Background: an optimization exercise with open tools, aiming at small area. Do not read the settings as production practice.
The RTL was checked by simulation tests, not by an equivalence proof against the original design.
Power is estimated from default activity; no workload was simulated.

## flow/design.v (module list and top-level ports; edited modules follow where they fit)
// module interpreter: 92 lines
// module unc_o22ai: 3 lines
// module unc_o22a: 3 lines
// module unc_o221ai: 3 lines
// module unc_nand2: 3 lines
// module unc_inv: 3 lines
// module uncompress_ctl: 20 lines
// module uncompress_pipeline: 2500 lines
module interpreter (
            packet_type_compact,
            data_out,
            data_update_out,
            sampler_idle,
            clk,
            rst_n,
            packet_type,
            payload,
            payload_valid);
  // ...
==> flow/flow/run.sh <==
#!/bin/bash
# Own flow: the standard layout (standard.sh), with these changes:
# - synthesis maps the logic with an area-oriented ABC script (flow/area.abc)
#   instead of ORFS's one, and leaves adders to ABC as plain logic;
#   registers, flattening and renaming are the standard synthesis's;
# - ports are buffered with the smallest buffer (buf_1);
# - CTS inserts no dummy loads, and clusters up to 16 sinks within 60 um
#   under clkbuf_4/clkbuf_8 buffers.
set -euo pipefail
W=$PWD
{
    echo 'proc abc {args} {'
    echo '    set i [lsearch -exact $args -script]'
    echo '    if {$i >= 0} { lset args [expr {$i + 1}] $::env(OWN_ABC_SCRIPT) }'
    echo '    puts "own abc: $args"'
    echo '    yosys abc {*}$args'
    echo '}'
    cat "$W/synth_recipe.tcl"
} > "$W/own_synth.tcl"
sed "s#SYNTH_SCRIPT=[^ ]*#SYNTH_SCRIPT=$W/own_synth.tcl#" "$W/standard.sh" > "$W/own_standard.sh"
grep -q "SYNTH_SCRIPT=$W/own_synth.tcl" "$W/own_standard.sh"
export OWN_ABC_SCRIPT="$W/flow/area.abc"
ARGS=(
    "ADDER_MAP_FILE="
    "BUFFER_PORTS_ARGS=-buffer_cell sky130_fd_sc_hd__buf_1"
    "CTS_ARGS=-sink_clustering_enable -repair_clock_nets -dont_use_dummy_load -sink_clustering_size 16 -sink_clustering_max_diameter 60 -buf_list {sky130_fd_sc_hd__clkbuf_4 sky130_fd_sc_hd__clkbuf_8}"
)
bash "$W/own_standard.sh" "${ARGS[@]}" synth > "$W/synth.log" 2>&1
grep -q "own abc:" "$W/orfs/logs/$FLOW_PLATFORM/interpreter/base/1_2_yosys.log"
bash "$W/own_standard.sh" "${ARGS[@]}" finish > "$W/layout.log" 2>&1
test -f "$W/out/final.def"
==> flow/flow/area.abc <==
strash
dch -f
amap
==> flow/standard.sh <==
#!/bin/bash
# synth_recipe.tcl (not shown) runs the flow's synth.tcl, then flattens the netlist and writes it again
# the make line also repeats each setting of config.mk as NAME=value (left out here)
make -C /OpenROAD-flow-scripts/flow DESIGN_CONFIG=/design/flow/config.mk WORK_HOME=/design/flow/orfs CLKGATE_MAP_FILE= SYNTH_SCRIPT=/design/flow/synth_recipe.tcl "${@:-finish}"
==> flow/config.mk <==
export PLATFORM = sky130hd
export DESIGN_NAME = interpreter
export DESIGN_NICKNAME = interpreter
export VERILOG_FILES = /design/flow/design.v
export SDC_FILE = /design/flow/constraint.sdc
export NUM_CORES = 4
export LEC_CHECK = 0
export ABC_AREA = 1
export CAP_MARGIN = 20
export CORE_MARGIN = 2
export CORE_UTILIZATION = 42
export SETUP_SLACK_MARGIN = 0.25
export SLEW_MARGIN = 20
export SYNTH_HIERARCHICAL = 1
==> flow/constraint.sdc <==
create_clock -name core_clock -period 5.0 [get_ports {clk}]
set_input_delay 1.0000 -clock core_clock [delete_from_list [all_inputs] [get_ports {clk}]]
set_output_delay 1.0000 -clock core_clock [all_outputs]
set_load 0.01 [all_outputs]
==> results.txt, run 1 <==
----------------------------------------------------
[Cells and area]
  Buffers outside the clock class ... between 300 and 400
  Fin cells ... approximately 3200

[Power and ir drop]
  IR Drop Worst-Case VDD ... roughly 0.00021 V
  Largest Pwr Group ... registers
  Reported net switching power ... between 2000 and 2500 µW
  Sequential share of power ... 0.625
  PwrDens ... approximately 300 mW/mm²

[Drt]
  Met3 Routed Length ... around 14000 µm
  Detailed-route wire length on metal 1 ... 41900 µm
  Count of TritonRoute iterations in the first routing pass ... 7

[Clock tree]
  Root cell of the clock tree ... sky130_fd_sc_hd__clkbuf_8
  Clock tree from TritonCTS ... done
  Number of post-CTS setup repair buffers ... 0
  Cts hold-fix bufs ... 0

[STA]
  Final setup skew ... 0.0381 ns
  Actual transition at the worst max-transition pin ... around 1.3 ns
  Aggregate negative setup slack ... 0 ns

[Die]
  Tapcell count ... 688
  Placeable core region ... approximately 0.053 mm²

[GRT]
  Top Usage Layer GRT ... met2
  Met2 layer usage reported by global route ... 0.600

[Setup path]
  Worst Path Buf+Inv ... 5
  Worst stage delay on the critical path ... 0.51 ns
  Nature of the critical path endpoint ... flop

[Placement]
  Setup slack after placement ... 0.202 ns

[Synth]
  Synthesized instance count ... about 2000

[Status]
  Status ... finished clean

----------------------------------------------------
==> run 2, diff against run 1 <==
--- a/flow/design.v
+++ b/flow/design.v
@@ -96,6 +96,9 @@
 module unc_o22a (input A1, input A2, input B1, input B2, output X);
 assign X = (A1 | A2) & (B1 | B2);
 endmodule
+module unc_o2bb2ai (input A1_N, input A2_N, input B1, input B2, output Y);
+assign Y = ~((~A1_N | ~A2_N) & (B1 | B2));
+endmodule
 module unc_o221ai (input A1, input A2, input B1, input B2, input C1, output Y);
 assign Y = ~((A1 | A2) & (B1 | B2) & C1);
 endmodule
@@ -216,13 +219,9 @@
 wire c_5_0;
 wire c_6_0;
 wire c_7_0;
-wire ai_8_0;
 wire c_8_0;
-wire ai_9_0;
 wire c_9_0;
-wire ai_10_0;
 wire c_10_0;
-wire ai_11_0;
 wire c_11_0;
 wire c_12_0;
 wire c_13_0;
@@ -299,13 +298,9 @@
 wire c_5_1;
 wire c_6_1;
 wire c_7_1;
-wire ai_8_1;
 wire c_8_1;
-wire ai_9_1;
 wire c_9_1;
-wire ai_10_1;
 wire c_10_1;
-wire ai_11_1;
 wire c_11_1;
 wire c_12_1;
 wire c_13_1;
@@ -382,13 +377,9 @@
 wire c_5_2;
 wire c_6_2;
 wire c_7_2;
-wire ai_8_2;
 wire c_8_2;
-wire ai_9_2;
 wire c_9_2;
-wire ai_10_2;
 wire c_10_2;
-wire ai_11_2;
 wire c_11_2;
 wire c_12_2;
 wire c_13_2;
@@ -465,13 +456,9 @@
 wire c_5_3;
 wire c_6_3;
 wire c_7_3;
-wire ai_8_3;
 wire c_8_3;
-wire ai_9_3;
 wire c_9_3;
-wire ai_10_3;
 wire c_10_3;
-wire ai_11_3;
 wire c_11_3;
 wire c_12_3;
 wire c_13_3;
@@ -548,13 +535,9 @@
 wire c_5_4;
 wire c_6_4;
 wire c_7_4;
-wire ai_8_4;
 wire c_8_4;
-wire ai_9_4;
 wire c_9_4;
-wire ai_10_4;
 wire c_10_4;
-wire ai_11_4;
 wire c_11_4;
 wire c_12_4;
 wire c_13_4;
@@ -631,13 +614,9 @@
 wire c_5_5;
 wire c_6_5;
 wire c_7_5;
-wire ai_8_5;
 wire c_8_5;
-wire ai_9_5;
 wire c_9_5;
-wire ai_10_5;
 wire c_10_5;
-wire ai_11_5;
 wire c_11_5;
 wire c_12_5;
 wire c_13_5;
@@ -714,13 +693,9 @@
 wire c_5_6;
 wire c_6_6;
 wire c_7_6;
-wire ai_8_6;
 wire c_8_6;
-wire ai_9_6;
 wire c_9_6;
-wire ai_10_6;
 wire c_10_6;
-wire ai_11_6;
 wire c_11_6;
 wire c_12_6;
 wire c_13_6;
@@ -797,13 +772,9 @@
 wire c_5_7;
 wire c_6_7;
 wire c_7_7;
-wire ai_8_7;
 wire c_8_7;
-wire ai_9_7;
 wire c_9_7;
-wire ai_10_7;
 wire c_10_7;
-wire ai_11_7;
 wire c_11_7;
 wire c_12_7;
 wire c_13_7;
@@ -880,13 +851,9 @@
 wire c_5_8;
 wire c_6_8;
 wire c_7_8;
-wire ai_8_8;
 wire c_8_8;
-wire ai_9_8;
 wire c_9_8;
-wire ai_10_8;
 wire c_10_8;
-wire ai_11_8;
 wire c_11_8;
 wire c_12_8;
 wire c_13_8;
@@ -963,13 +930,9 @@
 wire c_5_9;
 wire c_6_9;
 wire c_7_9;
-wire ai_8_9;
 wire c_8_9;
-wire ai_9_9;
 wire c_9_9;
-wire ai_10_9;
 wire c_10_9;
-wire ai_11_9;
 wire c_11_9;
 wire c_12_9;
 wire c_13_9;
@@ -1046,13 +1009,9 @@
 wire c_5_10;
 wire c_6_10;
 wire c_7_10;
-wire ai_8_10;
 wire c_8_10;
-wire ai_9_10;
 wire c_9_10;
-wire ai_10_10;
 wire c_10_10;
-wire ai_11_10;
 wire c_11_10;
 wire c_12_10;
 wire c_13_10;
@@ -1129,13 +1088,9 @@
 wire c_5_11;
 wire c_6_11;
 wire c_7_11;
-wire ai_8_11;
 wire c_8_11;
-wire ai_9_11;
 wire c_9_11;
-wire ai_10_11;
 wire c_10_11;
-wire ai_11_11;
 wire c_11_11;
 wire c_12_11;
 wire c_13_11;
@@ -1212,13 +1167,9 @@
 wire c_5_12;
 wire c_6_12;
 wire c_7_12;
-wire ai_8_12;
 wire c_8_12;
-wire ai_9_12;
 wire c_9_12;
-wire ai_10_12;
 wire c_10_12;
-wire ai_11_12;
 wire c_11_12;
 wire c_12_12;
 wire c_13_12;
@@ -1295,13 +1246,9 @@
 wire c_5_13;
 wire c_6_13;
 wire c_7_13;
-wire ai_8_13;
 wire c_8_13;
-wire ai_9_13;
 wire c_9_13;
-wire ai_10_13;
 wire c_10_13;
-wire ai_11_13;
 wire c_11_13;
 wire c_12_13;
 wire c_13_13;
@@ -1378,13 +1325,9 @@
 wire c_5_14;
 wire c_6_14;
 wire c_7_14;
-wire ai_8_14;
 wire c_8_14;
-wire ai_9_14;
 wire c_9_14;
-wire ai_10_14;
 wire c_10_14;
-wire ai_11_14;
 wire c_11_14;
 wire c_12_14;
 wire c_13_14;
@@ -1461,13 +1404,9 @@
 wire c_5_15;
 wire c_6_15;
 wire c_7_15;
-wire ai_8_15;
 wire c_8_15;
-wire ai_9_15;
 wire c_9_15;
-wire ai_10_15;
 wire c_10_15;
-wire ai_11_15;
 wire c_11_15;
 wire c_12_15;
 wire c_13_15;
@@ -1516,14 +1455,10 @@
 unc_o22a s4_5_0 (.A1(a_1_0), .A2(~sel4[5]), .B1(a_5_0), .B2(sel4[5]), .X(c_5_0));
 unc_o22a s4_6_0 (.A1(a_2_0), .A2(~sel4[6]), .B1(a_6_0), .B2(sel4[6]), .X(c_6_0));
 unc_o22a s4_7_0 (.A1(a_3_0), .A2(~sel4[7]), .B1(a_7_0), .B2(sel4[7]), .X(c_7_0));
-unc_inv s4i_8_0 (.A(a_4_0), .Y(ai_8_0));
-unc_o22ai s4_8_0 (.A1(ai_8_0), .A2(~sel4[8]), .B1(a_8_0), .B2(sel4[8]), .Y(c_8_0));
-unc_inv s4i_9_0 (.A(a_5_0), .Y(ai_9_0));
-unc_o22ai s4_9_0 (.A1(ai_9_0), .A2(~sel4[9]), .B1(a_9_0), .B2(sel4[9]), .Y(c_9_0));
-unc_inv s4i_10_0 (.A(a_6_0), .Y(ai_10_0));
-unc_o22ai s4_10_0 (.A1(ai_10_0), .A2(~sel4[10]), .B1(a_10_0), .B2(sel4[10]), .Y(c_10_0));
-unc_inv s4i_11_0 (.A(a_7_0), .Y(ai_11_0));
-unc_o22ai s4_11_0 (.A1(ai_11_0), .A2(~sel4[11]), .B1(a_11_0), .B2(sel4[11]), .Y(c_11_0));
+unc_o2bb2ai s4_8_0 (.A1_N(sel4[8]), .A2_N(a_4_0), .B1(a_8_0), .B2(sel4[8]), .Y(c_8_0));
+unc_o2bb2ai s4_9_0 (.A1_N(sel4[9]), .A2_N(a_5_0), .B1(a_9_0), .B2(sel4[9]), .Y(c_9_0));
+unc_o2bb2ai s4_10_0 (.A1_N(sel4[10]), .A2_N(a_6_0), .B1(a_10_0), .B2(sel4[10]), .Y(c_10_0));
+unc_o2bb2ai s4_11_0 (.A1_N(sel4[11]), .A2_N(a_7_0), .B1(a_11_0), .B2(sel4[11]), .Y(c_11_0));
 unc_o22ai s4_12_0 (.A1(a_8_0), .A2(~sel4[12]), .B1(a_12_0), .B2(sel4[12]), .Y(c_12_0));
 unc_o22ai s4_13_0 (.A1(a_9_0), .A2(~sel4[13]), .B1(a_13_0), .B2(sel4[13]), .Y(c_13_0));
 unc_o22ai s4_14_0 (.A1(a_10_0), .A2(~sel4[14]), .B1(a_14_0), .B2(sel4[14]), .Y(c_14_0));
@@ -1586,14 +1521,10 @@
 unc_o22a s4_5_1 (.A1(a_1_1), .A2(~sel4[5]), .B1(a_5_1), .B2(sel4[5]), .X(c_5_1));
 unc_o22a s4_6_1 (.A1(a_2_1), .A2(~sel4[6]), .B1(a_6_1), .B2(sel4[6]), .X(c_6_1));
 unc_o22a s4_7_1 (.A1(a_3_1), .A2(~sel4[7]), .B1(a_7_1), .B2(sel4[7]), .X(c_7_1));
-unc_inv s4i_8_1 (.A(a_4_1), .Y(ai_8_1));
-unc_o22ai s4_8_1 (.A1(ai_8_1), .A2(~sel4[8]), .B1(a_8_1), .B2(sel4[8]), .Y(c_8_1));
-unc_inv s4i_9_1 (.A(a_5_1), .Y(ai_9_1));
-unc_o22ai s4_9_1 (.A1(ai_9_1), .A2(~sel4[9]), .B1(a_9_1), .B2(sel4[9]), .Y(c_9_1));
-unc_inv s4i_10_1 (.A(a_6_1), .Y(ai_10_1));
-unc_o22ai s4_10_1 (.A1(ai_10_1), .A2(~sel4[10]), .B1(a_10_1), .B2(sel4[10]), .Y(c_10_1));
-unc_inv s4i_11_1 (.A(a_7_1), .Y(ai_11_1));
-unc_o22ai s4_11_1 (.A1(ai_11_1), .A2(~sel4[11]), .B1(a_11_1), .B2(sel4[11]), .Y(c_11_1));
+unc_o2bb2ai s4_8_1 (.A1_N(sel4[8]), .A2_N(a_4_1), .B1(a_8_1), .B2(sel4[8]), .Y(c_8_1));
+unc_o2bb2ai s4_9_1 (.A1_N(sel4[9]), .A2_N(a_5_1), .B1(a_9_1), .B2(sel4[9]), .Y(c_9_1));
+unc_o2bb2ai s4_10_1 (.A1_N(sel4[10]), .A2_N(a_6_1), .B1(a_10_1), .B2(sel4[10]), .Y(c_10_1));
+unc_o2bb2ai s4_11_1 (.A1_N(sel4[11]), .A2_N(a_7_1), .B1(a_11_1), .B2(sel4[11]), .Y(c_11_1));
 unc_o22ai s4_12_1 (.A1(a_8_1), .A2(~sel4[12]), .B1(a_12_1), .B2(sel4[12]), .Y(c_12_1));
 unc_o22ai s4_13_1 (.A1(a_9_1), .A2(~sel4[13]), .B1(a_13_1), .B2(sel4[13]), .Y(c_13_1));
 unc_o22ai s4_14_1 (.A1(a_10_1), .A2(~sel4[14]), .B1(a_14_1), .B2(sel4[14]), .Y(c_14_1));
@@ -1656,14 +1587,10 @@
 unc_o22a s4_5_2 (.A1(a_1_2), .A2(~sel4[5]), .B1(a_5_2), .B2(sel4[5]), .X(c_5_2));
 unc_o22a s4_6_2 (.A1(a_2_2), .A2(~sel4[6]), .B1(a_6_2), .B2(sel4[6]), .X(c_6_2));
 unc_o22a s4_7_2 (.A1(a_3_2), .A2(~sel4[7]), .B1(a_7_2), .B2(sel4[7]), .X(c_7_2));
-unc_inv s4i_8_2 (.A(a_4_2), .Y(ai_8_2));
-unc_o22ai s4_8_2 (.A1(ai_8_2), .A2(~sel4[8]), .B1(a_8_2), .B2(sel4[8]), .Y(c_8_2));
-unc_inv s4i_9_2 (.A(a_5_2), .Y(ai_9_2));
-unc_o22ai s4_9_2 (.A1(ai_9_2), .A2(~sel4[9]), .B1(a_9_2), .B2(sel4[9]), .Y(c_9_2));
-unc_inv s4i_10_2 (.A(a_6_2), .Y(ai_10_2));
-unc_o22ai s4_10_2 (.A1(ai_10_2), .A2(~sel4[10]), .B1(a_10_2), .B2(sel4[10]), .Y(c_10_2));
-unc_inv s4i_11_2 (.A(a_7_2), .Y(ai_11_2));
-unc_o22ai s4_11_2 (.A1(ai_11_2), .A2(~sel4[11]), .B1(a_11_2), .B2(sel4[11]), .Y(c_11_2));
+unc_o2bb2ai s4_8_2 (.A1_N(sel4[8]), .A2_N(a_4_2), .B1(a_8_2), .B2(sel4[8]), .Y(c_8_2));
+unc_o2bb2ai s4_9_2 (.A1_N(sel4[9]), .A2_N(a_5_2), .B1(a_9_2), .B2(sel4[9]), .Y(c_9_2));
+unc_o2bb2ai s4_10_2 (.A1_N(sel4[10]), .A2_N(a_6_2), .B1(a_10_2), .B2(sel4[10]), .Y(c_10_2));
+unc_o2bb2ai s4_11_2 (.A1_N(sel4[11]), .A2_N(a_7_2), .B1(a_11_2), .B2(sel4[11]), .Y(c_11_2));
 unc_o22ai s4_12_2 (.A1(a_8_2), .A2(~sel4[12]), .B1(a_12_2), .B2(sel4[12]), .Y(c_12_2));
 unc_o22ai s4_13_2 (.A1(a_9_2), .A2(~sel4[13]), .B1(a_13_2), .B2(sel4[13]), .Y(c_13_2));
 unc_o22ai s4_14_2 (.A1(a_10_2), .A2(~sel4[14]), .B1(a_14_2), .B2(sel4[14]), .Y(c_14_2));
@@ -1726,14 +1653,10 @@
 unc_o22a s4_5_3 (.A1(a_1_3), .A2(~sel4[5]), .B1(a_5_3), .B2(sel4[5]), .X(c_5_3));
 unc_o22a s4_6_3 (.A1(a_2_3), .A2(~sel4[6]), .B1(a_6_3), .B2(sel4[6]), .X(c_6_3));
 unc_o22a s4_7_3 (.A1(a_3_3), .A2(~sel4[7]), .B1(a_7_3), .B2(sel4[7]), .X(c_7_3));
-unc_inv s4i_8_3 (.A(a_4_3), .Y(ai_8_3));
-unc_o22ai s4_8_3 (.A1(ai_8_3), .A2(~sel4[8]), .B1(a_8_3), .B2(sel4[8]), .Y(c_8_3));
-unc_inv s4i_9_3 (.A(a_5_3), .Y(ai_9_3));
-unc_o22ai s4_9_3 (.A1(ai_9_3), .A2(~sel4[9]), .B1(a_9_3), .B2(sel4[9]), .Y(c_9_3));
-unc_inv s4i_10_3 (.A(a_6_3), .Y(ai_10_3));
-unc_o22ai s4_10_3 (.A1(ai_10_3), .A2(~sel4[10]), .B1(a_10_3), .B2(sel4[10]), .Y(c_10_3));
-unc_inv s4i_11_3 (.A(a_7_3), .Y(ai_11_3));
-unc_o22ai s4_11_3 (.A1(ai_11_3), .A2(~sel4[11]), .B1(a_11_3), .B2(sel4[11]), .Y(c_11_3));
+unc_o2bb2ai s4_8_3 (.A1_N(sel4[8]), .A2_N(a_4_3), .B1(a_8_3), .B2(sel4[8]), .Y(c_8_3));
+unc_o2bb2ai s4_9_3 (.A1_N(sel4[9]), .A2_N(a_5_3), .B1(a_9_3), .B2(sel4[9]), .Y(c_9_3));
+unc_o2bb2ai s4_10_3 (.A1_N(sel4[10]), .A2_N(a_6_3), .B1(a_10_3), .B2(sel4[10]), .Y(c_10_3));
+unc_o2bb2ai s4_11_3 (.A1_N(sel4[11]), .A2_N(a_7_3), .B1(a_11_3), .B2(sel4[11]), .Y(c_11_3));
 unc_o22ai s4_12_3 (.A1(a_8_3), .A2(~sel4[12]), .B1(a_12_3), .B2(sel4[12]), .Y(c_12_3));
 unc_o22ai s4_13_3 (.A1(a_9_3), .A2(~sel4[13]), .B1(a_13_3), .B2(sel4[13]), .Y(c_13_3));
 unc_o22ai s4_14_3 (.A1(a_10_3), .A2(~sel4[14]), .B1(a_14_3), .B2(sel4[14]), .Y(c_14_3));
@@ -1796,14 +1719,10 @@
 unc_o22a s4_5_4 (.A1(a_1_4), .A2(~sel4[5]), .B1(a_5_4), .B2(sel4[5]), .X(c_5_4));
 unc_o22a s4_6_4 (.A1(a_2_4), .A2(~sel4[6]), .B1(a_6_4), .B2(sel4[6]), .X(c_6_4));
 unc_o22a s4_7_4 (.A1(a_3_4), .A2(~sel4[7]), .B1(a_7_4), .B2(sel4[7]), .X(c_7_4));
-unc_inv s4i_8_4 (.A(a_4_4), .Y(ai_8_4));
-unc_o22ai s4_8_4 (.A1(ai_8_4), .A2(~sel4[8]), .B1(a_8_4), .B2(sel4[8]), .Y(c_8_4));
-unc_inv s4i_9_4 (.A(a_5_4), .Y(ai_9_4));
-unc_o22ai s4_9_4 (.A1(ai_9_4), .A2(~sel4[9]), .B1(a_9_4), .B2(sel4[9]), .Y(c_9_4));
-unc_inv s4i_10_4 (.A(a_6_4), .Y(ai_10_4));
-unc_o22ai s4_10_4 (.A1(ai_10_4), .A2(~sel4[10]), .B1(a_10_4), .B2(sel4[10]), .Y(c_10_4));
-unc_inv s4i_11_4 (.A(a_7_4), .Y(ai_11_4));
-unc_o22ai s4_11_4 (.A1(ai_11_4), .A2(~sel4[11]), .B1(a_11_4), .B2(sel4[11]), .Y(c_11_4));
+unc_o2bb2ai s4_8_4 (.A1_N(sel4[8]), .A2_N(a_4_4), .B1(a_8_4), .B2(sel4[8]), .Y(c_8_4));
+unc_o2bb2ai s4_9_4 (.A1_N(sel4[9]), .A2_N(a_5_4), .B1(a_9_4), .B2(sel4[9]), .Y(c_9_4));
+unc_o2bb2ai s4_10_4 (.A1_N(sel4[10]), .A2_N(a_6_4), .B1(a_10_4), .B2(sel4[10]), .Y(c_10_4));
+unc_o2bb2ai s4_11_4 (.A1_N(sel4[11]), .A2_N(a_7_4), .B1(a_11_4), .B2(sel4[11]), .Y(c_11_4));
 unc_o22ai s4_12_4 (.A1(a_8_4), .A2(~sel4[12]), .B1(a_12_4), .B2(sel4[12]), .Y(c_12_4));
 unc_o22ai s4_13_4 (.A1(a_9_4), .A2(~sel4[13]), .B1(a_13_4), .B2(sel4[13]), .Y(c_13_4));
 unc_o22ai s4_14_4 (.A1(a_10_4), .A2(~sel4[14]), .B1(a_14_4), .B2(sel4[14]), .Y(c_14_4));
@@ -1866,14 +1785,10 @@
 unc_o22a s4_5_5 (.A1(a_1_5), .A2(~sel4[5]), .B1(a_5_5), .B2(sel4[5]), .X(c_5_5));
 unc_o22a s4_6_5 (.A1(a_2_5), .A2(~sel4[6]), .B1(a_6_5), .B2(sel4[6]), .X(c_6_5));
 unc_o22a s4_7_5 (.A1(a_3_5), .A2(~sel4[7]), .B1(a_7_5), .B2(sel4[7]), .X(c_7_5));
-unc_inv s4i_8_5 (.A(a_4_5), .Y(ai_8_5));
-unc_o22ai s4_8_5 (.A1(ai_8_5), .A2(~sel4[8]), .B1(a_8_5), .B2(sel4[8]), .Y(c_8_5));
-unc_inv s4i_9_5 (.A(a_5_5), .Y(ai_9_5));
-unc_o22ai s4_9_5 (.A1(ai_9_5), .A2(~sel4[9]), .B1(a_9_5), .B2(sel4[9]), .Y(c_9_5));
-unc_inv s4i_10_5 (.A(a_6_5), .Y(ai_10_5));
-unc_o22ai s4_10_5 (.A1(ai_10_5), .A2(~sel4[10]), .B1(a_10_5), .B2(sel4[10]), .Y(c_10_5));
-unc_inv s4i_11_5 (.A(a_7_5), .Y(ai_11_5));
-unc_o22ai s4_11_5 (.A1(ai_11_5), .A2(~sel4[11]), .B1(a_11_5), .B2(sel4[11]), .Y(c_11_5));
+unc_o2bb2ai s4_8_5 (.A1_N(sel4[8]), .A2_N(a_4_5), .B1(a_8_5), .B2(sel4[8]), .Y(c_8_5));
+unc_o2bb2ai s4_9_5 (.A1_N(sel4[9]), .A2_N(a_5_5), .B1(a_9_5), .B2(sel4[9]), .Y(c_9_5));
+unc_o2bb2ai s4_10_5 (.A1_N(sel4[10]), .A2_N(a_6_5), .B1(a_10_5), .B2(sel4[10]), .Y(c_10_5));
+unc_o2bb2ai s4_11_5 (.A1_N(sel4[11]), .A2_N(a_7_5), .B1(a_11_5), .B2(sel4[11]), .Y(c_11_5));
 unc_o22ai s4_12_5 (.A1(a_8_5), .A2(~sel4[12]), .B1(a_12_5), .B2(sel4[12]), .Y(c_12_5));
 unc_o22ai s4_13_5 (.A1(a_9_5), .A2(~sel4[13]), .B1(a_13_5), .B2(sel4[13]), .Y(c_13_5));
 unc_o22ai s4_14_5 (.A1(a_10_5), .A2(~sel4[14]), .B1(a_14_5), .B2(sel4[14]), .Y(c_14_5));
@@ -1936,14 +1851,10 @@
 unc_o22a s4_5_6 (.A1(a_1_6), .A2(~sel4[5]), .B1(a_5_6), .B2(sel4[5]), .X(c_5_6));
 unc_o22a s4_6_6 (.A1(a_2_6), .A2(~sel4[6]), .B1(a_6_6), .B2(sel4[6]), .X(c_6_6));
 unc_o22a s4_7_6 (.A1(a_3_6), .A2(~sel4[7]), .B1(a_7_6), .B2(sel4[7]), .X(c_7_6));
-unc_inv s4i_8_6 (.A(a_4_6), .Y(ai_8_6));
-unc_o22ai s4_8_6 (.A1(ai_8_6), .A2(~sel4[8]), .B1(a_8_6), .B2(sel4[8]), .Y(c_8_6));
-unc_inv s4i_9_6 (.A(a_5_6), .Y(ai_9_6));
-unc_o22ai s4_9_6 (.A1(ai_9_6), .A2(~sel4[9]), .B1(a_9_6), .B2(sel4[9]), .Y(c_9_6));
-unc_inv s4i_10_6 (.A(a_6_6), .Y(ai_10_6));
-unc_o22ai s4_10_6 (.A1(ai_10_6), .A2(~sel4[10]), .B1(a_10_6), .B2(sel4[10]), .Y(c_10_6));
-unc_inv s4i_11_6 (.A(a_7_6), .Y(ai_11_6));
-unc_o22ai s4_11_6 (.A1(ai_11_6), .A2(~sel4[11]), .B1(a_11_6), .B2(sel4[11]), .Y(c_11_6));
+unc_o2bb2ai s4_8_6 (.A1_N(sel4[8]), .A2_N(a_4_6), .B1(a_8_6), .B2(sel4[8]), .Y(c_8_6));
+unc_o2bb2ai s4_9_6 (.A1_N(sel4[9]), .A2_N(a_5_6), .B1(a_9_6), .B2(sel4[9]), .Y(c_9_6));
+unc_o2bb2ai s4_10_6 (.A1_N(sel4[10]), .A2_N(a_6_6), .B1(a_10_6), .B2(sel4[10]), .Y(c_10_6));
+unc_o2bb2ai s4_11_6 (.A1_N(sel4[11]), .A2_N(a_7_6), .B1(a_11_6), .B2(sel4[11]), .Y(c_11_6));
 unc_o22ai s4_12_6 (.A1(a_8_6), .A2(~sel4[12]), .B1(a_12_6), .B2(sel4[12]), .Y(c_12_6));
 unc_o22ai s4_13_6 (.A1(a_9_6), .A2(~sel4[13]), .B1(a_13_6), .B2(sel4[13]), .Y(c_13_6));
 unc_o22ai s4_14_6 (.A1(a_10_6), .A2(~sel4[14]), .B1(a_14_6), .B2(sel4[14]), .Y(c_14_6));
@@ -2006,14 +1917,10 @@
 unc_o22a s4_5_7 (.A1(a_1_7), .A2(~sel4[5]), .B1(a_5_7), .B2(sel4[5]), .X(c_5_7));
 unc_o22a s4_6_7 (.A1(a_2_7), .A2(~sel4[6]), .B1(a_6_7), .B2(sel4[6]), .X(c_6_7));
 unc_o22a s4_7_7 (.A1(a_3_7), .A2(~sel4[7]), .B1(a_7_7), .B2(sel4[7]), .X(c_7_7));
-unc_inv s4i_8_7 (.A(a_4_7), .Y(ai_8_7));
-unc_o22ai s4_8_7 (.A1(ai_8_7), .A2(~sel4[8]), .B1(a_8_7), .B2(sel4[8]), .Y(c_8_7));
-unc_inv s4i_9_7 (.A(a_5_7), .Y(ai_9_7));
-unc_o22ai s4_9_7 (.A1(ai_9_7), .A2(~sel4[9]), .B1(a_9_7), .B2(sel4[9]), .Y(c_9_7));
-unc_inv s4i_10_7 (.A(a_6_7), .Y(ai_10_7));
-unc_o22ai s4_10_7 (.A1(ai_10_7), .A2(~sel4[10]), .B1(a_10_7), .B2(sel4[10]), .Y(c_10_7));
-unc_inv s4i_11_7 (.A(a_7_7), .Y(ai_11_7));
-unc_o22ai s4_11_7 (.A1(ai_11_7), .A2(~sel4[11]), .B1(a_11_7), .B2(sel4[11]), .Y(c_11_7));
+unc_o2bb2ai s4_8_7 (.A1_N(sel4[8]), .A2_N(a_4_7), .B1(a_8_7), .B2(sel4[8]), .Y(c_8_7));
+unc_o2bb2ai s4_9_7 (.A1_N(sel4[9]), .A2_N(a_5_7), .B1(a_9_7), .B2(sel4[9]), .Y(c_9_7));
+unc_o2bb2ai s4_10_7 (.A1_N(sel4[10]), .A2_N(a_6_7), .B1(a_10_7), .B2(sel4[10]), .Y(c_10_7));
+unc_o2bb2ai s4_11_7 (.A1_N(sel4[11]), .A2_N(a_7_7), .B1(a_11_7), .B2(sel4[11]), .Y(c_11_7));
 unc_o22ai s4_12_7 (.A1(a_8_7), .A2(~sel4[12]), .B1(a_12_7), .B2(sel4[12]), .Y(c_12_7));
 unc_o22ai s4_13_7 (.A1(a_9_7), .A2(~sel4[13]), .B1(a_13_7), .B2(sel4[13]), .Y(c_13_7));
 unc_o22ai s4_14_7 (.A1(a_10_7), .A2(~sel4[14]), .B1(a_14_7), .B2(sel4[14]), .Y(c_14_7));
@@ -2076,14 +1983,10 @@
 unc_o22a s4_5_8 (.A1(a_1_8), .A2(~sel4[5]), .B1(a_5_8), .B2(sel4[5]), .X(c_5_8));
 unc_o22a s4_6_8 (.A1(a_2_8), .A2(~sel4[6]), .B1(a_6_8), .B2(sel4[6]), .X(c_6_8));
 unc_o22a s4_7_8 (.A1(a_3_8), .A2(~sel4[7]), .B1(a_7_8), .B2(sel4[7]), .X(c_7_8));
-unc_inv s4i_8_8 (.A(a_4_8), .Y(ai_8_8));
-unc_o22ai s4_8_8 (.A1(ai_8_8), .A2(~sel4[8]), .B1(a_8_8), .B2(sel4[8]), .Y(c_8_8));
-unc_inv s4i_9_8 (.A(a_5_8), .Y(ai_9_8));
-unc_o22ai s4_9_8 (.A1(ai_9_8), .A2(~sel4[9]), .B1(a_9_8), .B2(sel4[9]), .Y(c_9_8));
-unc_inv s4i_10_8 (.A(a_6_8), .Y(ai_10_8));
-unc_o22ai s4_10_8 (.A1(ai_10_8), .A2(~sel4[10]), .B1(a_10_8), .B2(sel4[10]), .Y(c_10_8));
-unc_inv s4i_11_8 (.A(a_7_8), .Y(ai_11_8));
-unc_o22ai s4_11_8 (.A1(ai_11_8), .A2(~sel4[11]), .B1(a_11_8), .B2(sel4[11]), .Y(c_11_8));
+unc_o2bb2ai s4_8_8 (.A1_N(sel4[8]), .A2_N(a_4_8), .B1(a_8_8), .B2(sel4[8]), .Y(c_8_8));
+unc_o2bb2ai s4_9_8 (.A1_N(sel4[9]), .A2_N(a_5_8), .B1(a_9_8), .B2(sel4[9]), .Y(c_9_8));
+unc_o2bb2ai s4_10_8 (.A1_N(sel4[10]), .A2_N(a_6_8), .B1(a_10_8), .B2(sel4[10]), .Y(c_10_8));
+unc_o2bb2ai s4_11_8 (.A1_N(sel4[11]), .A2_N(a_7_8), .B1(a_11_8), .B2(sel4[11]), .Y(c_11_8));
 unc_o22ai s4_12_8 (.A1(a_8_8), .A2(~sel4[12]), .B1(a_12_8), .B2(sel4[12]), .Y(c_12_8));
 unc_o22ai s4_13_8 (.A1(a_9_8), .A2(~sel4[13]), .B1(a_13_8), .B2(sel4[13]), .Y(c_13_8));
 unc_o22ai s4_14_8 (.A1(a_10_8), .A2(~sel4[14]), .B1(a_14_8), .B2(sel4[14]), .Y(c_14_8));
@@ -2146,14 +2049,10 @@
 unc_o22a s4_5_9 (.A1(a_1_9), .A2(~sel4[5]), .B1(a_5_9), .B2(sel4[5]), .X(c_5_9));
 unc_o22a s4_6_9 (.A1(a_2_9), .A2(~sel4[6]), .B1(a_6_9), .B2(sel4[6]), .X(c_6_9));
 unc_o22a s4_7_9 (.A1(a_3_9), .A2(~sel4[7]), .B1(a_7_9), .B2(sel4[7]), .X(c_7_9));
-unc_inv s4i_8_9 (.A(a_4_9), .Y(ai_8_9));
-unc_o22ai s4_8_9 (.A1(ai_8_9), .A2(~sel4[8]), .B1(a_8_9), .B2(sel4[8]), .Y(c_8_9));
-unc_inv s4i_9_9 (.A(a_5_9), .Y(ai_9_9));
-unc_o22ai s4_9_9 (.A1(ai_9_9), .A2(~sel4[9]), .B1(a_9_9), .B2(sel4[9]), .Y(c_9_9));
-unc_inv s4i_10_9 (.A(a_6_9), .Y(ai_10_9));
-unc_o22ai s4_10_9 (.A1(ai_10_9), .A2(~sel4[10]), .B1(a_10_9), .B2(sel4[10]), .Y(c_10_9));
-unc_inv s4i_11_9 (.A(a_7_9), .Y(ai_11_9));
-unc_o22ai s4_11_9 (.A1(ai_11_9), .A2(~sel4[11]), .B1(a_11_9), .B2(sel4[11]), .Y(c_11_9));
+unc_o2bb2ai s4_8_9 (.A1_N(sel4[8]), .A2_N(a_4_9), .B1(a_8_9), .B2(sel4[8]), .Y(c_8_9));
+unc_o2bb2ai s4_9_9 (.A1_N(sel4[9]), .A2_N(a_5_9), .B1(a_9_9), .B2(sel4[9]), .Y(c_9_9));
+unc_o2bb2ai s4_10_9 (.A1_N(sel4[10]), .A2_N(a_6_9), .B1(a_10_9), .B2(sel4[10]), .Y(c_10_9));
+unc_o2bb2ai s4_11_9 (.A1_N(sel4[11]), .A2_N(a_7_9), .B1(a_11_9), .B2(sel4[11]), .Y(c_11_9));
 unc_o22ai s4_12_9 (.A1(a_8_9), .A2(~sel4[12]), .B1(a_12_9), .B2(sel4[12]), .Y(c_12_9));
 unc_o22ai s4_13_9 (.A1(a_9_9), .A2(~sel4[13]), .B1(a_13_9), .B2(sel4[13]), .Y(c_13_9));
 unc_o22ai s4_14_9 (.A1(a_10_9), .A2(~sel4[14]), .B1(a_14_9), .B2(sel4[14]), .Y(c_14_9));
@@ -2216,14 +2115,10 @@
 unc_o22a s4_5_10 (.A1(a_1_10), .A2(~sel4[5]), .B1(a_5_10), .B2(sel4[5]), .X(c_5_10));
 unc_o22a s4_6_10 (.A1(a_2_10), .A2(~sel4[6]), .B1(a_6_10), .B2(sel4[6]), .X(c_6_10));
 unc_o22a s4_7_10 (.A1(a_3_10), .A2(~sel4[7]), .B1(a_7_10), .B2(sel4[7]), .X(c_7_10));
-unc_inv s4i_8_10 (.A(a_4_10), .Y(ai_8_10));
-unc_o22ai s4_8_10 (.A1(ai_8_10), .A2(~sel4[8]), .B1(a_8_10), .B2(sel4[8]), .Y(c_8_10));
-unc_inv s4i_9_10 (.A(a_5_10), .Y(ai_9_10));
-unc_o22ai s4_9_10 (.A1(ai_9_10), .A2(~sel4[9]), .B1(a_9_10), .B2(sel4[9]), .Y(c_9_10));
-unc_inv s4i_10_10 (.A(a_6_10), .Y(ai_10_10));
-unc_o22ai s4_10_10 (.A1(ai_10_10), .A2(~sel4[10]), .B1(a_10_10), .B2(sel4[10]), .Y(c_10_10));
-unc_inv s4i_11_10 (.A(a_7_10), .Y(ai_11_10));
-unc_o22ai s4_11_10 (.A1(ai_11_10), .A2(~sel4[11]), .B1(a_11_10), .B2(sel4[11]), .Y(c_11_10));
+unc_o2bb2ai s4_8_10 (.A1_N(sel4[8]), .A2_N(a_4_10), .B1(a_8_10), .B2(sel4[8]), .Y(c_8_10));
+unc_o2bb2ai s4_9_10 (.A1_N(sel4[9]), .A2_N(a_5_10), .B1(a_9_10), .B2(sel4[9]), .Y(c_9_10));
+unc_o2bb2ai s4_10_10 (.A1_N(sel4[10]), .A2_N(a_6_10), .B1(a_10_10), .B2(sel4[10]), .Y(c_10_10));
+unc_o2bb2ai s4_11_10 (.A1_N(sel4[11]), .A2_N(a_7_10), .B1(a_11_10), .B2(sel4[11]), .Y(c_11_10));
 unc_o22ai s4_12_10 (.A1(a_8_10), .A2(~sel4[12]), .B1(a_12_10), .B2(sel4[12]), .Y(c_12_10));
 unc_o22ai s4_13_10 (.A1(a_9_10), .A2(~sel4[13]), .B1(a_13_10), .B2(sel4[13]), .Y(c_13_10));
 unc_o22ai s4_14_10 (.A1(a_10_10), .A2(~sel4[14]), .B1(a_14_10), .B2(sel4[14]), .Y(c_14_10));
@@ -2286,14 +2181,10 @@
 unc_o22a s4_5_11 (.A1(a_1_11), .A2(~sel4[5]), .B1(a_5_11), .B2(sel4[5]), .X(c_5_11));
 unc_o22a s4_6_11 (.A1(a_2_11), .A2(~sel4[6]), .B1(a_6_11), .B2(sel4[6]), .X(c_6_11));
 unc_o22a s4_7_11 (.A1(a_3_11), .A2(~sel4[7]), .B1(a_7_11), .B2(sel4[7]), .X(c_7_11));
-unc_inv s4i_8_11 (.A(a_4_11), .Y(ai_8_11));
-unc_o22ai s4_8_11 (.A1(ai_8_11), .A2(~sel4[8]), .B1(a_8_11), .B2(sel4[8]), .Y(c_8_11));
-unc_inv s4i_9_11 (.A(a_5_11), .Y(ai_9_11));
-unc_o22ai s4_9_11 (.A1(ai_9_11), .A2(~sel4[9]), .B1(a_9_11), .B2(sel4[9]), .Y(c_9_11));
-unc_inv s4i_10_11 (.A(a_6_11), .Y(ai_10_11));
-unc_o22ai s4_10_11 (.A1(ai_10_11), .A2(~sel4[10]), .B1(a_10_11), .B2(sel4[10]), .Y(c_10_11));
-unc_inv s4i_11_11 (.A(a_7_11), .Y(ai_11_11));
-unc_o22ai s4_11_11 (.A1(ai_11_11), .A2(~sel4[11]), .B1(a_11_11), .B2(sel4[11]), .Y(c_11_11));
+unc_o2bb2ai s4_8_11 (.A1_N(sel4[8]), .A2_N(a_4_11), .B1(a_8_11), .B2(sel4[8]), .Y(c_8_11));
+unc_o2bb2ai s4_9_11 (.A1_N(sel4[9]), .A2_N(a_5_11), .B1(a_9_11), .B2(sel4[9]), .Y(c_9_11));
+unc_o2bb2ai s4_10_11 (.A1_N(sel4[10]), .A2_N(a_6_11), .B1(a_10_11), .B2(sel4[10]), .Y(c_10_11));
+unc_o2bb2ai s4_11_11 (.A1_N(sel4[11]), .A2_N(a_7_11), .B1(a_11_11), .B2(sel4[11]), .Y(c_11_11));
 unc_o22ai s4_12_11 (.A1(a_8_11), .A2(~sel4[12]), .B1(a_12_11), .B2(sel4[12]), .Y(c_12_11));
 unc_o22ai s4_13_11 (.A1(a_9_11), .A2(~sel4[13]), .B1(a_13_11), .B2(sel4[13]), .Y(c_13_11));
 unc_o22ai s4_14_11 (.A1(a_10_11), .A2(~sel4[14]), .B1(a_14_11), .B2(sel4[14]), .Y(c_14_11));
@@ -2356,14 +2247,10 @@
 unc_o22a s4_5_12 (.A1(a_1_12), .A2(~sel4[5]), .B1(a_5_12), .B2(sel4[5]), .X(c_5_12));
 unc_o22a s4_6_12 (.A1(a_2_12), .A2(~sel4[6]), .B1(a_6_12), .B2(sel4[6]), .X(c_6_12));
 unc_o22a s4_7_12 (.A1(a_3_12), .A2(~sel4[7]), .B1(a_7_12), .B2(sel4[7]), .X(c_7_12));
-unc_inv s4i_8_12 (.A(a_4_12), .Y(ai_8_12));
-unc_o22ai s4_8_12 (.A1(ai_8_12), .A2(~sel4[8]), .B1(a_8_12), .B2(sel4[8]), .Y(c_8_12));
-unc_inv s4i_9_12 (.A(a_5_12), .Y(ai_9_12));
-unc_o22ai s4_9_12 (.A1(ai_9_12), .A2(~sel4[9]), .B1(a_9_12), .B2(sel4[9]), .Y(c_9_12));
-unc_inv s4i_10_12 (.A(a_6_12), .Y(ai_10_12));
-unc_o22ai s4_10_12 (.A1(ai_10_12), .A2(~sel4[10]), .B1(a_10_12), .B2(sel4[10]), .Y(c_10_12));
-unc_inv s4i_11_12 (.A(a_7_12), .Y(ai_11_12));
-unc_o22ai s4_11_12 (.A1(ai_11_12), .A2(~sel4[11]), .B1(a_11_12), .B2(sel4[11]), .Y(c_11_12));
+unc_o2bb2ai s4_8_12 (.A1_N(sel4[8]), .A2_N(a_4_12), .B1(a_8_12), .B2(sel4[8]), .Y(c_8_12));
+unc_o2bb2ai s4_9_12 (.A1_N(sel4[9]), .A2_N(a_5_12), .B1(a_9_12), .B2(sel4[9]), .Y(c_9_12));
+unc_o2bb2ai s4_10_12 (.A1_N(sel4[10]), .A2_N(a_6_12), .B1(a_10_12), .B2(sel4[10]), .Y(c_10_12));
+unc_o2bb2ai s4_11_12 (.A1_N(sel4[11]), .A2_N(a_7_12), .B1(a_11_12), .B2(sel4[11]), .Y(c_11_12));
 unc_o22ai s4_12_12 (.A1(a_8_12), .A2(~sel4[12]), .B1(a_12_12), .B2(sel4[12]), .Y(c_12_12));
 unc_o22ai s4_13_12 (.A1(a_9_12), .A2(~sel4[13]), .B1(a_13_12), .B2(sel4[13]), .Y(c_13_12));
 unc_o22ai s4_14_12 (.A1(a_10_12), .A2(~sel4[14]), .B1(a_14_12), .B2(sel4[14]), .Y(c_14_12));
@@ -2426,14 +2313,10 @@
 unc_o22a s4_5_13 (.A1(a_1_13), .A2(~sel4[5]), .B1(a_5_13), .B2(sel4[5]), .X(c_5_13));
 unc_o22a s4_6_13 (.A1(a_2_13), .A2(~sel4[6]), .B1(a_6_13), .B2(sel4[6]), .X(c_6_13));
 unc_o22a s4_7_13 (.A1(a_3_13), .A2(~sel4[7]), .B1(a_7_13), .B2(sel4[7]), .X(c_7_13));
-unc_inv s4i_8_13 (.A(a_4_13), .Y(ai_8_13));
-unc_o22ai s4_8_13 (.A1(ai_8_13), .A2(~sel4[8]), .B1(a_8_13), .B2(sel4[8]), .Y(c_8_13));
-unc_inv s4i_9_13 (.A(a_5_13), .Y(ai_9_13));
-unc_o22ai s4_9_13 (.A1(ai_9_13), .A2(~sel4[9]), .B1(a_9_13), .B2(sel4[9]), .Y(c_9_13));
-unc_inv s4i_10_13 (.A(a_6_13), .Y(ai_10_13));
-unc_o22ai s4_10_13 (.A1(ai_10_13), .A2(~sel4[10]), .B1(a_10_13), .B2(sel4[10]), .Y(c_10_13));
-unc_inv s4i_11_13 (.A(a_7_13), .Y(ai_11_13));
-unc_o22ai s4_11_13 (.A1(ai_11_13), .A2(~sel4[11]), .B1(a_11_13), .B2(sel4[11]), .Y(c_11_13));
+unc_o2bb2ai s4_8_13 (.A1_N(sel4[8]), .A2_N(a_4_13), .B1(a_8_13), .B2(sel4[8]), .Y(c_8_13));
+unc_o2bb2ai s4_9_13 (.A1_N(sel4[9]), .A2_N(a_5_13), .B1(a_9_13), .B2(sel4[9]), .Y(c_9_13));
+unc_o2bb2ai s4_10_13 (.A1_N(sel4[10]), .A2_N(a_6_13), .B1(a_10_13), .B2(sel4[10]), .Y(c_10_13));
+unc_o2bb2ai s4_11_13 (.A1_N(sel4[11]), .A2_N(a_7_13), .B1(a_11_13), .B2(sel4[11]), .Y(c_11_13));
 unc_o22ai s4_12_13 (.A1(a_8_13), .A2(~sel4[12]), .B1(a_12_13), .B2(sel4[12]), .Y(c_12_13));
 unc_o22ai s4_13_13 (.A1(a_9_13), .A2(~sel4[13]), .B1(a_13_13), .B2(sel4[13]), .Y(c_13_13));
 unc_o22ai s4_14_13 (.A1(a_10_13), .A2(~sel4[14]), .B1(a_14_13), .B2(sel4[14]), .Y(c_14_13));
@@ -2496,14 +2379,10 @@
 unc_o22a s4_5_14 (.A1(a_1_14), .A2(~sel4[5]), .B1(a_5_14), .B2(sel4[5]), .X(c_5_14));
 unc_o22a s4_6_14 (.A1(a_2_14), .A2(~sel4[6]), .B1(a_6_14), .B2(sel4[6]), .X(c_6_14));
 unc_o22a s4_7_14 (.A1(a_3_14), .A2(~sel4[7]), .B1(a_7_14), .B2(sel4[7]), .X(c_7_14));
-unc_inv s4i_8_14 (.A(a_4_14), .Y(ai_8_14));
-unc_o22ai s4_8_14 (.A1(ai_8_14), .A2(~sel4[8]), .B1(a_8_14), .B2(sel4[8]), .Y(c_8_14));
-unc_inv s4i_9_14 (.A(a_5_14), .Y(ai_9_14));
-unc_o22ai s4_9_14 (.A1(ai_9_14), .A2(~sel4[9]), .B1(a_9_14), .B2(sel4[9]), .Y(c_9_14));
-unc_inv s4i_10_14 (.A(a_6_14), .Y(ai_10_14));
-unc_o22ai s4_10_14 (.A1(ai_10_14), .A2(~sel4[10]), .B1(a_10_14), .B2(sel4[10]), .Y(c_10_14));
-unc_inv s4i_11_14 (.A(a_7_14), .Y(ai_11_14));
-unc_o22ai s4_11_14 (.A1(ai_11_14), .A2(~sel4[11]), .B1(a_11_14), .B2(sel4[11]), .Y(c_11_14));
+unc_o2bb2ai s4_8_14 (.A1_N(sel4[8]), .A2_N(a_4_14), .B1(a_8_14), .B2(sel4[8]), .Y(c_8_14));
+unc_o2bb2ai s4_9_14 (.A1_N(sel4[9]), .A2_N(a_5_14), .B1(a_9_14), .B2(sel4[9]), .Y(c_9_14));
+unc_o2bb2ai s4_10_14 (.A1_N(sel4[10]), .A2_N(a_6_14), .B1(a_10_14), .B2(sel4[10]), .Y(c_10_14));
+unc_o2bb2ai s4_11_14 (.A1_N(sel4[11]), .A2_N(a_7_14), .B1(a_11_14), .B2(sel4[11]), .Y(c_11_14));
 unc_o22ai s4_12_14 (.A1(a_8_14), .A2(~sel4[12]), .B1(a_12_14), .B2(sel4[12]), .Y(c_12_14));
 unc_o22ai s4_13_14 (.A1(a_9_14), .A2(~sel4[13]), .B1(a_13_14), .B2(sel4[13]), .Y(c_13_14));
 unc_o22ai s4_14_14 (.A1(a_10_14), .A2(~sel4[14]), .B1(a_14_14), .B2(sel4[14]), .Y(c_14_14));
@@ -2566,14 +2445,10 @@
 unc_o22a s4_5_15 (.A1(a_1_15), .A2(~sel4[5]), .B1(a_5_15), .B2(sel4[5]), .X(c_5_15));
 unc_o22a s4_6_15 (.A1(a_2_15), .A2(~sel4[6]), .B1(a_6_15), .B2(sel4[6]), .X(c_6_15));
 unc_o22a s4_7_15 (.A1(a_3_15), .A2(~sel4[7]), .B1(a_7_15), .B2(sel4[7]), .X(c_7_15));
-unc_inv s4i_8_15 (.A(a_4_15), .Y(ai_8_15));
-unc_o22ai s4_8_15 (.A1(ai_8_15), .A2(~sel4[8]), .B1(a_8_15), .B2(sel4[8]), .Y(c_8_15));
-unc_inv s4i_9_15 (.A(a_5_15), .Y(ai_9_15));
-unc_o22ai s4_9_15 (.A1(ai_9_15), .A2(~sel4[9]), .B1(a_9_15), .B2(sel4[9]), .Y(c_9_15));
-unc_inv s4i_10_15 (.A(a_6_15), .Y(ai_10_15));
-unc_o22ai s4_10_15 (.A1(ai_10_15), .A2(~sel4[10]), .B1(a_10_15), .B2(sel4[10]), .Y(c_10_15));
-unc_inv s4i_11_15 (.A(a_7_15), .Y(ai_11_15));
-unc_o22ai s4_11_15 (.A1(ai_11_15), .A2(~sel4[11]), .B1(a_11_15), .B2(sel4[11]), .Y(c_11_15));
+unc_o2bb2ai s4_8_15 (.A1_N(sel4[8]), .A2_N(a_4_15), .B1(a_8_15), .B2(sel4[8]), .Y(c_8_15));
+unc_o2bb2ai s4_9_15 (.A1_N(sel4[9]), .A2_N(a_5_15), .B1(a_9_15), .B2(sel4[9]), .Y(c_9_15));
+unc_o2bb2ai s4_10_15 (.A1_N(sel4[10]), .A2_N(a_6_15), .B1(a_10_15), .B2(sel4[10]), .Y(c_10_15));
+unc_o2bb2ai s4_11_15 (.A1_N(sel4[11]), .A2_N(a_7_15), .B1(a_11_15), .B2(sel4[11]), .Y(c_11_15));
 unc_o22ai s4_12_15 (.A1(a_8_15), .A2(~sel4[12]), .B1(a_12_15), .B2(sel4[12]), .Y(c_12_15));
 unc_o22ai s4_13_15 (.A1(a_9_15), .A2(~sel4[13]), .B1(a_13_15), .B2(sel4[13]), .Y(c_13_15));
 unc_o22ai s4_14_15 (.A1(a_10_15), .A2(~sel4[14]), .B1(a_14_15), .B2(sel4[14]), .Y(c_14_15));
==> run 2 against run 1 <==
Die area decreased by 0.44%. Clock-buffer cell count grew 2. Clock skew up 0.030 ns. Global-route usage up 0.43 points. Maximum frequency decreased by 5.5%. Critical endpoint is now data_out[47]. Critical path depth up 2. Worst setup slack got worse by 0.26 ns. Area after synthesis is 0.44% lower. Total power is 0.65% higher. Clock power up 2%.
==> results.txt, run 2 <==
----------------------------------------------------
[Clock tree]
  Clock input transition at the sequential cells of the worst setup and hold paths ... 0.10 ns (about the same)
  Cts hold-fix bufs ... 0 (unchanged)
  Source-to-sink clock delay at the later pin of the worst-skew pair ... 0.70 ns (was 0.69 ns)
  H-tree level count ... 2 (unchanged)
  TritonCTS Sinks ... 545 (unchanged)
  TritonCTS Buffers ... 47 (was 45)
  Root cell of the clock tree ... sky130_fd_sc_hd__clkbuf_8 (unchanged)
  Maximum root-to-sink buffer count ... 3 (unchanged)
  Clock tree from TritonCTS ... done (unchanged)

[Setup path]
  Nature of the critical path endpoint ... flop (unchanged)
  Worst stage delay on the critical path ... 0.71 ns (was 0.51 ns)
  Data arrival time of the critical path ... 5.29 ns (was 4.99 ns)
  Startpoint-to-endpoint class of the critical path ... reg -> reg (unchanged)
  Cell type with the highest occurrence count on the critical path ... sky130_fd_sc_hd__clkinv_1 (unchanged)
  Critical-path cell list ... clkinv_1, nand2_1, clkinv_1, nor2_2, clkinv_1, nor2_2, clkinv_1, nor2_1, clkinv_1, nor2_1, clkinv_1, o21ai_2, nor3_1, a221oi_2, o31ai_4, buf_12, buf_4, o21ai_0, o22ai_1, o221ai_1 (was clkinv_1, nor2_1, nand2_1, o21ai_0, clkinv_1, nand2_1, nor2_1, a21oi_1, clkinv_1, nor2_1, a211oi_1, clkinv_1, nor3_1, nor4_2, clkinv_2, o22ai_1, o22ai_1, o221ai_1)
  R2R cell count ... 20 (was 18)
  Critical Path RT ... 5.58 ns (was 5.54 ns)
  Max FO, Critical Path ... 16 (unchanged)
  Nature of the critical path startpoint ... flop (unchanged)
  Largest delay share family, worst path ... compound AO/OA/AOI/OAI gates (unchanged)
  Levels on crit path ... 20 (was 18)
  Worst Path Buf+Inv ... 8 (was 5)
  Master of the slowest instance on the critical path ... sky130_fd_sc_hd__a221oi_2 (was sky130_fd_sc_hd__o22ai_1)

[Drt]
  Overall via count from detail_route ... 22800 (was 22400)
  Iter 0 DRT Violations ... 3862 (was 3735)
  Total DRC errors in the routed layout ... 0 (unchanged)
  Detail Route Antenna Nets ... 0 (unchanged)
  Number of vias per cell ... 7.20 (was 7.09)
  Post-detailed-route wirelength per cell ... 36.5 µm (was 35.9 µm)
  Count of TritonRoute iterations in the first routing pass ... 6 (was 7)
  Total wire length after detailed routing ... 116000 µm (was 113000 µm)

[STA]
  Actual transition at the worst max-transition pin ... 1.34 ns (was 1.27 ns)
  Minimum period implied by the final worst setup slack ... 4.71 ns (was 4.45 ns)
  Period utilization ... 0.941 (was 0.890)
  Relative slew slack ... 0.102 (was 0.150)
  Highest clock rate ... 212 MHz (was 225 MHz)
  Number of endpoints with negative hold slack in the final report ... 0 (unchanged)
  Final-report max-slew violation count ... 0 (unchanged)
  Crit path setup slack, layout ... 0.293 ns (was 0.551 ns)
  # setup viols final ... 0 (unchanged)
  Final setup skew ... 0.0685 ns (was 0.0381 ns)

[Cells and area]
  Total Nets Final ... 2538 (was 2531)
  FILL cells ... 4887 (was 4912)
  Commonest cells after routing, fill and taps aside ... 419 x sky130_fd_sc_hd__o22ai_1, 354 x sky130_fd_sc_hd__nand2_1, 317 x sky130_fd_sc_hd__buf_1, 299 x sky130_fd_sc_hd__edfxtp_1 (was 482 x sky130_fd_sc_hd__o22ai_1, 317 x sky130_fd_sc_hd__buf_1, 299 x sky130_fd_sc_hd__edfxtp_1, 294 x sky130_fd_sc_hd__nand2_1, 241 x sky130_fd_sc_hd__o221ai_1)
  Core utilization of the finished layout ... 0.498 (was 0.494)
  Leading cell type in the layout, fill and taps excluded ... sky130_fd_sc_hd__o22ai_1 (unchanged)
  Top reg by flops ... data_out (unchanged)
  Synth-to-Final Area Change ... 16.7% (was 15.6%)
  Layout cells sized above 1 ... 0.0714 (was 0.0635)
  Largest register FFs ... 256 (unchanged)

[Placement]
  Port Buf Inserts ... 317 (unchanged)
  Setup slack after placement ... 0.381 ns (was 0.202 ns)
  Post-DP HPWL ... 80400 µm (was 80900 µm)
  Routability Congestion ... 1.06 (was 1.00)

[Min path]
  Hold WC Path Type ... in -> async (unchanged)

[GRT]
  Gr usage total ... 0.398 (was 0.393)
  Via count of the first global-routing pass ... 21700 (was 21200)
  Grt total ovfl ... 0 (unchanged)
  Largest net degree at the start of global routing ... 54 (was 49)
  Number of antenna violations at the first check in global routing ... 4 (was 3)
  First-pass GRT wire length ... 157000 µm (was 155000 µm)

[Synth]
  Summed instance area of the synthesized netlist ... 0.0224 mm² (was 0.0225 mm²)
  Synthesized instance count ... 2025 (was 2032)
  Net count of the mapped netlist ... 2082 (was 2089)
  Synthesized area divided by synthesized cell count ... 11.1 µm² (about the same)
  Yosys warnings ... 10 (unchanged)

[Power and ir drop]
  PwrDens ... 309 mW/mm² (about the same)
  Total design power ... 8100 µW (was 8050 µW)
  Switching part of the total ... 0.264 (was 0.263)
  Leakage dissipation ... 0.00829 µW (was 0.00823 µW)
  Combinational power share ... 0.089 (was 0.090)
  Reported net switching power ... 2140 µW (was 2120 µW)
  Clock power frac ... 0.289 (was 0.285)
  Sequential share of power ... 0.622 (was 0.625)
  IR Drop Worst-Case VDD ... 0.000180 V (was 0.000209 V)
  Internal Power ... 5970 µW (was 5930 µW)

[Die]
  Placeable core region ... 0.0527 mm² (was 0.0528 mm²)
  Die Y ... 235 µm (was 236 µm)
  Die X-Extent ... 235 µm (was 236 µm)
  Standard-cell rows ... 84 (unchanged)
  Area of the die ... 0.0553 mm² (was 0.0555 mm²)
  Initial Utilization ... 0.426 (was 0.427)
  Number of top-level design ports ... 318 (unchanged)

[Status]
  Status ... finished clean (unchanged)

[Run]
  Max-cap violation count ... 0 (unchanged)

----------------------------------------------------
[run 2: final cells by class]
cell class,count,area (µm²),share of cell area
Tap cell,688,861,0.0329
Clock buffer,47,647,0.0247
Timing Repair Buffer,406,1970,0.0751
Inverter,114,432,0.0165
Antenna cell,1,2.50,0.0000955
Sequential cell,545,13900,0.532
Multi-Input combinational cell,1367,8360,0.319
[run 2: final timing paths]
| check | from | end | slack, ns |
|---|---|---|---|
| worst max-delay path | zq[8] | data_out[47] | 0.29 |
| worst min-delay path | rst_n | buf_idx[1] | 0.21 |
| worst max register to register | zq[8] | data_out[47] | 0.29 |
| worst min register to register | data_out[93] | data_out[93] | 0.47 |
| max in group asynchronous | rst_n | sampler_idle | 4.51 |
| min in group core_clock | data_out[93] | data_out[93] | 0.47 |
[run 2: power by group through the flow]
stage	Clock, µW	Sequential [µW]	Combinational (µW)
6_report	2340	5040	719
5_1_grt	2480	5050	770
4_1_cts	2340	5030	699
3_5_place_dp	0	5130	695
3_3_place_gp	0	5130	686
2_1_floorplan	0	5150	304
[run 2: through the flow]
| step | hold WS, ns | TNS [ns] | cells | instance area (µm²) |
|---|---|---|---|---|
| floorplan | 0.504 | 0 | 2025 | 22500 |
| global placement | 0.449 | 0 | 3110 | 25300 |
| detailed placement | 0.448 | 0 | 3111 | 25400 |
| CTS | 0.198 | 0 | 3158 | 26000 |
| global route | 0.240 | -0.395 | 3167 | 26200 |
| finish | 0.211 | 0 | 3168 | 26200 |
[run 2: layer usage]
layer  GRT usage  part of all wire  vias to the layer above
li1            -                 -                     9222
met1       0.506              0.35                    11000
met2       0.611              0.44                     2057
met3       0.110              0.14                      493
met4       0.225             0.071                        2
met5           0          0.000086                        -
[run 2: repair_timing]
action	CTS	global route
endpoints found under the setup margin	0	103
buffers inserted	0	6
gates resized for setup	0	15

[port drivers added, routing unchanged]
No port has a modelled driver above. Below, the same layouts with a new extraction and two added sets of constraints.
Step 1 (the two cells are an assumption about what drives the block):
set clk [get_ports {clk}]
set_driving_cell -lib_cell sky130_fd_sc_hd__clkbuf_16 $clk
set_driving_cell -lib_cell sky130_fd_sc_hd__buf_2 [delete_from_list [all_inputs] $clk]
Step 2, shift: input delay + t, output delay - t, t = (earliest + latest rising clock arrival at the registers) / 2. This alone moves slack from input paths to output paths.
Three values: ideal ports, drivers, drivers and shift; two values: the first two.
run	t (ns)	setup slack, ns	worst slew at a driven data input, ns
run 1	0.724	0.551 / 0.551 / 0.202	0.12
run 2	0.726	0.293 / 0.293 / 0.293	0.11
After both steps setup and hold are still met in every run listed. For run 1, which loses most, drivers alone change the setup slack by 0.000 ns; drivers and shift together by -0.349 ns.
